Source: an optimization exercise on an open RTL-to-GDS flow (aim: small area and a short achievable clock period). Production flows keep margins and buffers that such runs may drop. At most, simulation tests tie the RTL to the original design; equivalence was not proved. The flow treats the clock pin as an ideal source, which a real chip does not have. Power and IR drop assume default switching activity.

try-sierra:
Design SCPU, start of the top module:
module SCPU(clk, rst_n, in_valid, instruction, MEM_out, busy, out_valid, out0, out1, out2, out3, out4, out5, out6, out7, out8, out9, out10, out11, out12, out13, out14, out15, WEN, ADDR, MEM_in);
input clk, rst_n, in_valid;
input [18:0] instruction;
input [15:0] MEM_out;
output busy, out_valid, WEN;
output [12:0] ADDR;
output [15:0] MEM_in;
output reg [15:0] out0, out1, out2, out3, out4, out5, out6, out7, out8, out9, out10, out11, out12, out13, out14, out15;
assign busy = 1'b0;
wire [15:0] rdA, rdB;
wire [3:0] s0_n, s10_n, s11_n;
wire c4_n, c80_n, c81_n;
wire [4:0] ahp1_n;
wire [255:0] xi_s1_r = {out15, out14, out13, out12, out11, out10, out9, out8, out7, out6, out5, out4, out3, out2, out1, out0};
wire [18:0] xi_s1_ins = instruction;
wire [15:0] xo_s1_rda;
assign rdA = xo_s1_rda;
wire [15:0] xo_s1_rdb;
assign rdB = xo_s1_rdb;
wire [3:0] xo_s1_s0;
assign s0_n = xo_s1_s0;
wire  xo_s1_c4;
assign c4_n = xo_s1_c4;
wire [3:0] xo_s1_s10;
assign s10_n = xo_s1_s10;
wire  xo_s1_c80;
assign c80_n = xo_s1_c80;
wire [3:0] xo_s1_s11;
assign s11_n = xo_s1_s11;
wire  xo_s1_c81;
assign c81_n = xo_s1_c81;
wire [4:0] xo_s1_ahp1;
assign ahp1_n = xo_s1_ahp1;
if (1) begin : s1
  wire [255:0] r = xi_s1_r;
  wire [18:0] ins = xi_s1_ins;
  wire [15:0] rda;
  assign xo_s1_rda = rda;
  wire [15:0] rdb;
  assign xo_s1_rdb = rdb;
  wire [3:0] s0;
  assign xo_s1_s0 = s0;
  wire  c4;
  assign xo_s1_c4 = c4;
  ...
Size in the first run: roughly 3,900 cells after synthesis, about 440 flip-flops, ~330 I/O pins, ~0.029 mm² of cells after synthesis.
export LEC_CHECK = 0
export ABC_AREA = 1
export CAP_MARGIN = 10
export CORE_MARGIN = 2
export CORE_UTILIZATION = 40
export CTS_CLUSTER_DIAMETER = 100
export CTS_CLUSTER_SIZE = 25
export SLEW_MARGIN = 10
export SYNTH_HIERARCHICAL = 1
export SYNTH_MINIMUM_KEEP_SIZE = 0
export TNS_END_PERCENT = 20
create_clock -name core_clock -period 8.0 [get_ports {clk}]
standard.sh (not shown) runs the stock make flow with config.mk's settings and CLKGATE_MAP_FILE= SYNTH_SCRIPT=/design/flow/synth_recipe.tcl, a recipe that flattens the netlist after the stock synthesis.
==> flow/flow/run.sh <==
#!/bin/bash
# The standard layout, with two changes:
# 1. The port buffers are plain buf_1 cells (the resizer may still resize
#    them) instead of the default choice.
# 2. Two passes: the first pass is the standard layout. The second pass
#    redoes the layout from detailed routing on: before it, the gates are
#    resized (sizing and pin swaps only) with the parasitics extracted from
#    the first pass's routed layout, then legalized and globally routed again
#    (flow/postroute_resize.tcl, a PRE_DETAIL_ROUTE hook).
# Each tool's output goes to a log file of its own in this folder.
set -euo pipefail
HERE=$(pwd)
MARGIN=5.2
PORTS="BUFFER_PORTS_ARGS=-buffer_cell sky130_fd_sc_hd__buf_1"
RES=$HERE/orfs/results/$FLOW_PLATFORM/SCPU/base

bash standard.sh "$PORTS" "SETUP_SLACK_MARGIN=$MARGIN" finish > standard_pass1.log 2>&1
mkdir -p pass1
cp $RES/6_final.spef pass1/6_final.spef
cp out/final.def pass1/final.def
rm -f out/final.def
for f in $RES/5_2_route.odb $RES/5_3_fillcell.odb $RES/5_route.odb $RES/5_route.sdc $RES/6_*; do rm -f $f; done
export POSTROUTE_SPEF=$HERE/pass1/6_final.spef
bash standard.sh "$PORTS" "SETUP_SLACK_MARGIN=$MARGIN" "PRE_DETAIL_ROUTE_TCL=$HERE/flow/postroute_resize.tcl" finish > standard_pass2.log 2>&1
==> flow/flow/postroute_resize.tcl <==
# PRE_DETAIL_ROUTE hook of the second layout pass: resize gates with the
# parasitics extracted from the first pass's routed layout (same netlist), so
# that timing repair sees real wires rather than estimates; then legalize and
# route globally again before the detailed routing.
if { [info exists ::env(POSTROUTE_SPEF)] && [file exists $::env(POSTROUTE_SPEF)] } {
  source $::env(PLATFORM_DIR)/setRC.tcl
  set_propagated_clock [all_clocks]
  estimate_parasitics -placement
  read_spef $::env(POSTROUTE_SPEF)
  puts "post-route resize: worst slack before [worst_slack -max]"
  if { [env_var_exists_and_non_empty DONT_USE_CELLS] } {
    set_dont_use $::env(DONT_USE_CELLS)
  }
  repair_timing -setup -setup_margin $::env(SETUP_SLACK_MARGIN) -sequence "sizeup,swap" \
    -match_cell_footprint -verbose
  puts "post-route resize: worst slack after [worst_slack -max]"
  set_placement_padding -global \
    -left $::env(CELL_PAD_IN_SITES_DETAIL_PLACEMENT) \
    -right $::env(CELL_PAD_IN_SITES_DETAIL_PLACEMENT)
  detailed_placement
  check_placement -verbose
  source $::env(FASTROUTE_TCL)
  global_route -congestion_report_file $::env(REPORTS_DIR)/congestion_postroute_resize.rpt \
    {*}$::env(GLOBAL_ROUTE_ARGS)
}
Here is what was changed in the inputs of try-onyx compared with try-sierra.
- SETUP_SLACK_MARGIN: unset -> 5
-- flow/flow/run.sh --
<<< try-sierra, line 12
HERE=$(pwd)
MARGIN=5.2
PORTS="BUFFER_PORTS_ARGS=-buffer_cell sky130_fd_sc_hd__buf_1"
>>> try-onyx, line 12
HERE=$(pwd)
PORTS="BUFFER_PORTS_ARGS=-buffer_cell sky130_fd_sc_hd__buf_1"
<<< try-sierra, line 16

bash standard.sh "$PORTS" "SETUP_SLACK_MARGIN=$MARGIN" finish > standard_pass1.log 2>&1
mkdir -p pass1
>>> try-onyx, line 15

bash standard.sh "$PORTS" finish > standard_pass1.log 2>&1
mkdir -p pass1
<<< try-sierra, line 23
export POSTROUTE_SPEF=$HERE/pass1/6_final.spef
bash standard.sh "$PORTS" "SETUP_SLACK_MARGIN=$MARGIN" "PRE_DETAIL_ROUTE_TCL=$HERE/flow/postroute_resize.tcl" finish > standard_pass2.log 2>&1
>>> try-onyx, line 22
export POSTROUTE_SPEF=$HERE/pass1/6_final.spef
bash standard.sh "$PORTS" "PRE_DETAIL_ROUTE_TCL=$HERE/flow/postroute_resize.tcl" finish > standard_pass2.log 2>&1
--- outcome ---
- Diff try-sierra..try-onyx | number of I/O port buffers | negligible
- Cmp try-onyx vs try-sierra: worst slack at placement lower in try-onyx
- try-sierra -> try-onyx: final area decreased by a little under 10%
- The placed standard-cell area was comparable across try-onyx and try-sierra.
- Sort try-onyx and try-sierra by placer congestion estimate, ascending, and try-onyx comes first.
- | via count | lower: try-onyx |
- As far as maximum level of the CTS H-tree is concerned, try-onyx and try-sierra perform about the same.
- Higher worst hold slack goes to try-sierra over try-onyx.
> inputs changed (try-onyx -> try-fjord)
==> flow/flow/run.sh <==
#!/bin/bash
set -euo pipefail
bash standard.sh "BUFFER_PORTS_ARGS=-buffer_cell sky130_fd_sc_hd__buf_1" finish > standard.log 2>&1
removed: flow/flow/postroute_resize.tcl
==> results.txt <==
try-fjord finished every step from synthesis to the final layout, and the layout passed the timing, DRC and antenna checks.
try-onyx -> try-fjord: routed length on met1 flat
Routed wire length of try-onyx is on par with try-fjord.
Compared try-onyx against try-fjord; overall power consumption within noise.
try-onyx and try-fjord ended up with roughly the same number of vias in the routed layout.
As far as multi-input combinational cell area is concerned, try-onyx and try-fjord perform about the same.
[compare] base=try-onyx new=try-fjord: detailed-router iteration count before antenna repair shrank by 2; final area did not really move; adder-cell area share of the yosys netlist shows no meaningful change; worst setup slack after layout has decreased.
Between try-onyx and try-fjord, shortest clock period the worst path allows after layout increased.
Function was not checked in any run of this note: the RTL went through the layout flow alone.


red:
Another version of the RTL of SCPU (not shown whole).
For scale: ~4200 cells after synthesis, ~440 flip-flops, roughly 330 I/O pins.
export LEC_CHECK = 0
export ABC_AREA = 1
export CAP_MARGIN = 20
export CORE_MARGIN = 2
export CORE_UTILIZATION = 45
export CTS_CLUSTER_DIAMETER = 100
export CTS_CLUSTER_SIZE = 25
export SETUP_SLACK_MARGIN = 5
export SLEW_MARGIN = 20
export SYNTH_HIERARCHICAL = 1
export SYNTH_MINIMUM_KEEP_SIZE = 0
create_clock -name core_clock -period 8.0 [get_ports {clk}]
==> flow/flow/run.sh <==
#!/bin/bash
set -euo pipefail
bash standard.sh "BUFFER_PORTS_ARGS=-buffer_cell sky130_fd_sc_hd__buf_1" finish > standard.log 2>&1
red finished all stages; the layout is clean.
Input-level comparison between blue and red:
# red
export LEC_CHECK = 0
export ABC_AREA = 1
export CAP_MARGIN = 20
export CORE_MARGIN = 2
export CORE_UTILIZATION = 45
export CTS_CLUSTER_DIAMETER = 100
export CTS_CLUSTER_SIZE = 25
export SETUP_SLACK_MARGIN = 5
export SLEW_MARGIN = 20
export SYNTH_HIERARCHICAL = 1
export SYNTH_MINIMUM_KEEP_SIZE = 0
create_clock -name core_clock -period 8.0 [get_ports {clk}]
# blue
export LEC_CHECK = 0
export ABC_AREA = 1
export CAP_MARGIN = 0
export CORE_MARGIN = 2
export CORE_UTILIZATION = 40
export CTS_CLUSTER_DIAMETER = 100
export CTS_CLUSTER_SIZE = 25
export PLACE_DENSITY = 0.75
export SETUP_SLACK_MARGIN = 5
export SLEW_MARGIN = 0
export SYNTH_HIERARCHICAL = 1
export SYNTH_MINIMUM_KEEP_SIZE = 0
export TNS_END_PERCENT = 5
create_clock -name core_clock -period 8.0 [get_ports {clk}]
- NOTE: worst hold slack in blue falls short of that of red
- Cmp blue vs red: power share of the clock group higher in blue
- On combinational power share: between blue and red, it ends up higher for red.
- Between blue and red, the switching power total is lower for blue.
- Higher number of placement rows was reported by blue, not red.
- red has lower final-layout fill cell count than blue.
- Against red, blue comes in 2.6% lower on area of combinational cells with multiple inputs.
- red → blue: relative area of clock buffers and inverters in the final design increased 0.21 points, final setup slack of the worst path went up 18 ps, cell count along the critical path fell by 3.
- Via count ends up higher on blue.
- A end point of the critical path of ADDR[4] is what red shows, while out11[13] belongs to blue.
The following lists how green was set up differently from blue:
# blue
export LEC_CHECK = 0
export ABC_AREA = 1
export CAP_MARGIN = 0
export CORE_MARGIN = 2
export CORE_UTILIZATION = 40
export CTS_CLUSTER_DIAMETER = 100
export CTS_CLUSTER_SIZE = 25
export PLACE_DENSITY = 0.75
export SETUP_SLACK_MARGIN = 5
export SLEW_MARGIN = 0
export SYNTH_HIERARCHICAL = 1
export SYNTH_MINIMUM_KEEP_SIZE = 0
export TNS_END_PERCENT = 5
create_clock -name core_clock -period 8.0 [get_ports {clk}]
# green
export LEC_CHECK = 0
export ABC_AREA = 1
export CAP_MARGIN = 20
export CORE_MARGIN = 2
export CORE_UTILIZATION = 40
export CTS_CLUSTER_DIAMETER = 100
export CTS_CLUSTER_SIZE = 25
export SETUP_SLACK_MARGIN = 5
export SLEW_MARGIN = 20
export SYNTH_HIERARCHICAL = 1
export SYNTH_MINIMUM_KEEP_SIZE = 0
export TNS_END_PERCENT = 5
create_clock -name core_clock -period 8.0 [get_ports {clk}]
==> flow/flow/run.sh <==
#!/bin/bash
set -euo pipefail
bash standard.sh "BUFFER_PORTS_ARGS=-buffer_cell sky130_fd_sc_hd__buf_1" RECOVER_POWER=100 finish > standard.log 2>&1
- Every run in green and blue closed cleanly, with the single exception of green.
- Between green and blue, the difference in count of placed standard cells in the final layout, fillers left out is negligible.
- Post-synthesis share of cell area spent on xor and xnor gates delta (green -> blue): insignificant
- Relative to blue, area growth from synthesis to final layout has decreased by 1.9 points in green.
- Share of total power consumed by net switching was lower in the run labelled blue.
- In green relative to blue, quantity of gates resized following cts had gone up by a little under 10%.
- Sort green and blue by met2 capacity usage during global routing, descending, and green comes first.
- Where post-route cell area is concerned, blue is outperformed by green.
- Of green and blue, green shows the higher final cycle utilization of the critical path, with blue below it.
- Status: power share of the clock group parity (blue, green)
- Relative to blue, worst hold slack after final layout has increased by 12 ps in green.
- Re slew at the pin closest to its max-slew limit: green and blue aren't equal, and the lower value belongs to blue.
Input changes introduced in orange (baseline for comparison: green):
# green
export LEC_CHECK = 0
export ABC_AREA = 1
export CAP_MARGIN = 20
export CORE_MARGIN = 2
export CORE_UTILIZATION = 40
export CTS_CLUSTER_DIAMETER = 100
export CTS_CLUSTER_SIZE = 25
export SETUP_SLACK_MARGIN = 5
export SLEW_MARGIN = 20
export SYNTH_HIERARCHICAL = 1
export SYNTH_MINIMUM_KEEP_SIZE = 0
export TNS_END_PERCENT = 5
create_clock -name core_clock -period 8.0 [get_ports {clk}]
# orange
export LEC_CHECK = 0
export ABC_AREA = 1
export CAP_MARGIN = 0
export CORE_MARGIN = 2
export CORE_UTILIZATION = 40
export CTS_CLUSTER_DIAMETER = 100
export CTS_CLUSTER_SIZE = 25
export SETUP_SLACK_MARGIN = 5
export SLEW_MARGIN = 0
export SYNTH_HIERARCHICAL = 1
export SYNTH_MINIMUM_KEEP_SIZE = 0
export TNS_END_PERCENT = 5
create_clock -name core_clock -period 8.0 [get_ports {clk}]
==> flow/flow/run.sh <==
#!/bin/bash
set -euo pipefail
bash standard.sh "BUFFER_PORTS_ARGS=-buffer_cell sky130_fd_sc_hd__buf_1" "POST_CTS_TCL=$(pwd)/flow/post_cts.tcl" finish > standard.log 2>&1
==> flow/flow/post_cts.tcl (new file) <==
# After CTS and its timing repair: downsize cells that are off the paths
# that limit the period (keeping the setup slack margin), then legalize.
log_cmd repair_timing -recover_power 100 -setup_margin $::env(SETUP_SLACK_MARGIN) -match_cell_footprint -verbose
set result [catch { detailed_placement } msg]
if { $result != 0 } { error "Detailed placement failed after power recovery: $msg" }
log_cmd estimate_parasitics -placement
report_worst_slack
[summary]
Comparing green and orange, the one run not ending clean was green. The async set or reset register ratio after synthesis was comparable across green and orange. In orange, area of the multi-input gates is higher than in green. Compare green and orange | relative contribution of the clock network to total power higher: green. The count of fill cells added during filler insertion reported for orange is smaller than that of green by about 2%. green → orange: fmax went up by 0.12 GHz; number of placement rows was more or less identical. Going from green to orange, number of ordinary inverters in the final layout held; global-route wire length before repair held. Fraction of the cycle the final worst path needs was higher in the run labelled green. Compared with green, orange shows a lower number of max-cap violations. Side by side, power turned out higher in orange than in green.


Starting RTL as in the previous note.
Settings: LEC_CHECK=0, ABC_AREA=1, CAP_MARGIN=0, CORE_MARGIN=2, CORE_UTILIZATION=40, CTS_CLUSTER_DIAMETER=100, CTS_CLUSTER_SIZE=25, SETUP_SLACK_MARGIN=5, SLEW_MARGIN=0, SYNTH_HIERARCHICAL=1, SYNTH_MINIMUM_KEEP_SIZE=0, TNS_END_PERCENT=5; clock period 8.0 ns.
==> flow/flow/run.sh <==
#!/bin/bash
set -euo pipefail
bash standard.sh "BUFFER_PORTS_ARGS=-buffer_cell sky130_fd_sc_hd__buf_1" finish > standard.log 2>&1
The first run produced a clean layout.
Then changed:
Settings changed: CAP_MARGIN 0 to 20, SLEW_MARGIN 0 to 20, TNS_END_PERCENT 5 to default.
After rerunning: Global-route usage goes down by 0.45 points. Sequential power is about the same. Power goes up by 5.9%. Hold slack loses 0.012 ns. Synthesized area is unchanged. Synthesized cell count is unchanged. Worst setup slack gains 0.028 ns.
Then changed:
==> flow/flow/run.sh (replaced) <==
#!/bin/bash
set -euo pipefail
MARGIN=5.3
bash standard.sh "BUFFER_PORTS_ARGS=-buffer_cell sky130_fd_sc_hd__buf_1" "SETUP_SLACK_MARGIN=$MARGIN" finish > standard.log 2>&1
Settings changed: SETUP_SLACK_MARGIN 5 to default.
=> Sequential power went down by roughly a tenth. Via count goes up by roughly a tenth. Final cell count increases by a little under a tenth. Synthesized cell count is unchanged. Critical path depth stays the same.
Then changed:
==> flow/flow/run.sh (replaced) <==
#!/bin/bash
set -euo pipefail
bash standard.sh "BUFFER_PORTS_ARGS=-buffer_cell sky130_fd_sc_hd__buf_1" finish > standard.log 2>&1
Settings changed: SETUP_SLACK_MARGIN from default to 5, TNS_END_PERCENT from default to 5.
Cell area drops by 25%.
Critical path depth climbs by 5.
Routed wire length drops by about 13%.
Cell count drops by about 8%.
Worst hold slack gains 0.013 ns.

-- port drivers added, routing unchanged --
In the flow no input, the clock included, has a driving cell. The finished layouts below were timed again as built, in two steps. Step 1 sets driving cells, clkbuf_16 on the clock port and buf_2 on the other inputs (assumed; they add their load-dependent delay and slew). Step 2 times the ports against the registers' clock, not the clock port: input delays grow and output delays shrink by t, the midpoint of the rising clock arrivals with the driver on. Slacks: ideal ports / drivers / drivers and shift; pairs: ideal ports / drivers.
| run | shift t [ns] | setup slack, ns | worst slew at a driven data input, ns |
|---|---|---|---|
| try-sierra | 0.679 | 4.798 / 4.731 / 4.205 | 0.13 |
| try-onyx | 0.681 | 4.849 / 4.783 / 4.188 | 0.19 |
| try-fjord | 0.686 | 4.834 / 4.766 / 4.143 | 0.19 |
| red | 0.703 | 4.842 / 4.770 / 4.171 | 0.10 |
| blue | 0.698 | 4.860 / 4.790 / 4.120 | 0.14 |
| green | 0.699 | 2.665 / 2.665 / 2.665 | 0.10 |
| orange | 0.697 | 4.799 / 4.785 / 4.131 | 0.11 |
| the first run of note 3 | 0.700 | 4.849 / 4.775 / 4.185 | 0.11 |
| the second run of note 3 | 0.709 | 4.876 / 4.805 / 4.253 | 0.12 |
| the third run of note 3 | 0.724 | 4.882 / 4.811 / 4.215 | 0.12 |
| the fourth run of note 3 | 0.701 | 4.802 / 4.776 / 4.135 | 0.11 |
The setup slack of blue, which loses most, moves by -0.070 ns with the drivers and by -0.740 ns with both steps.
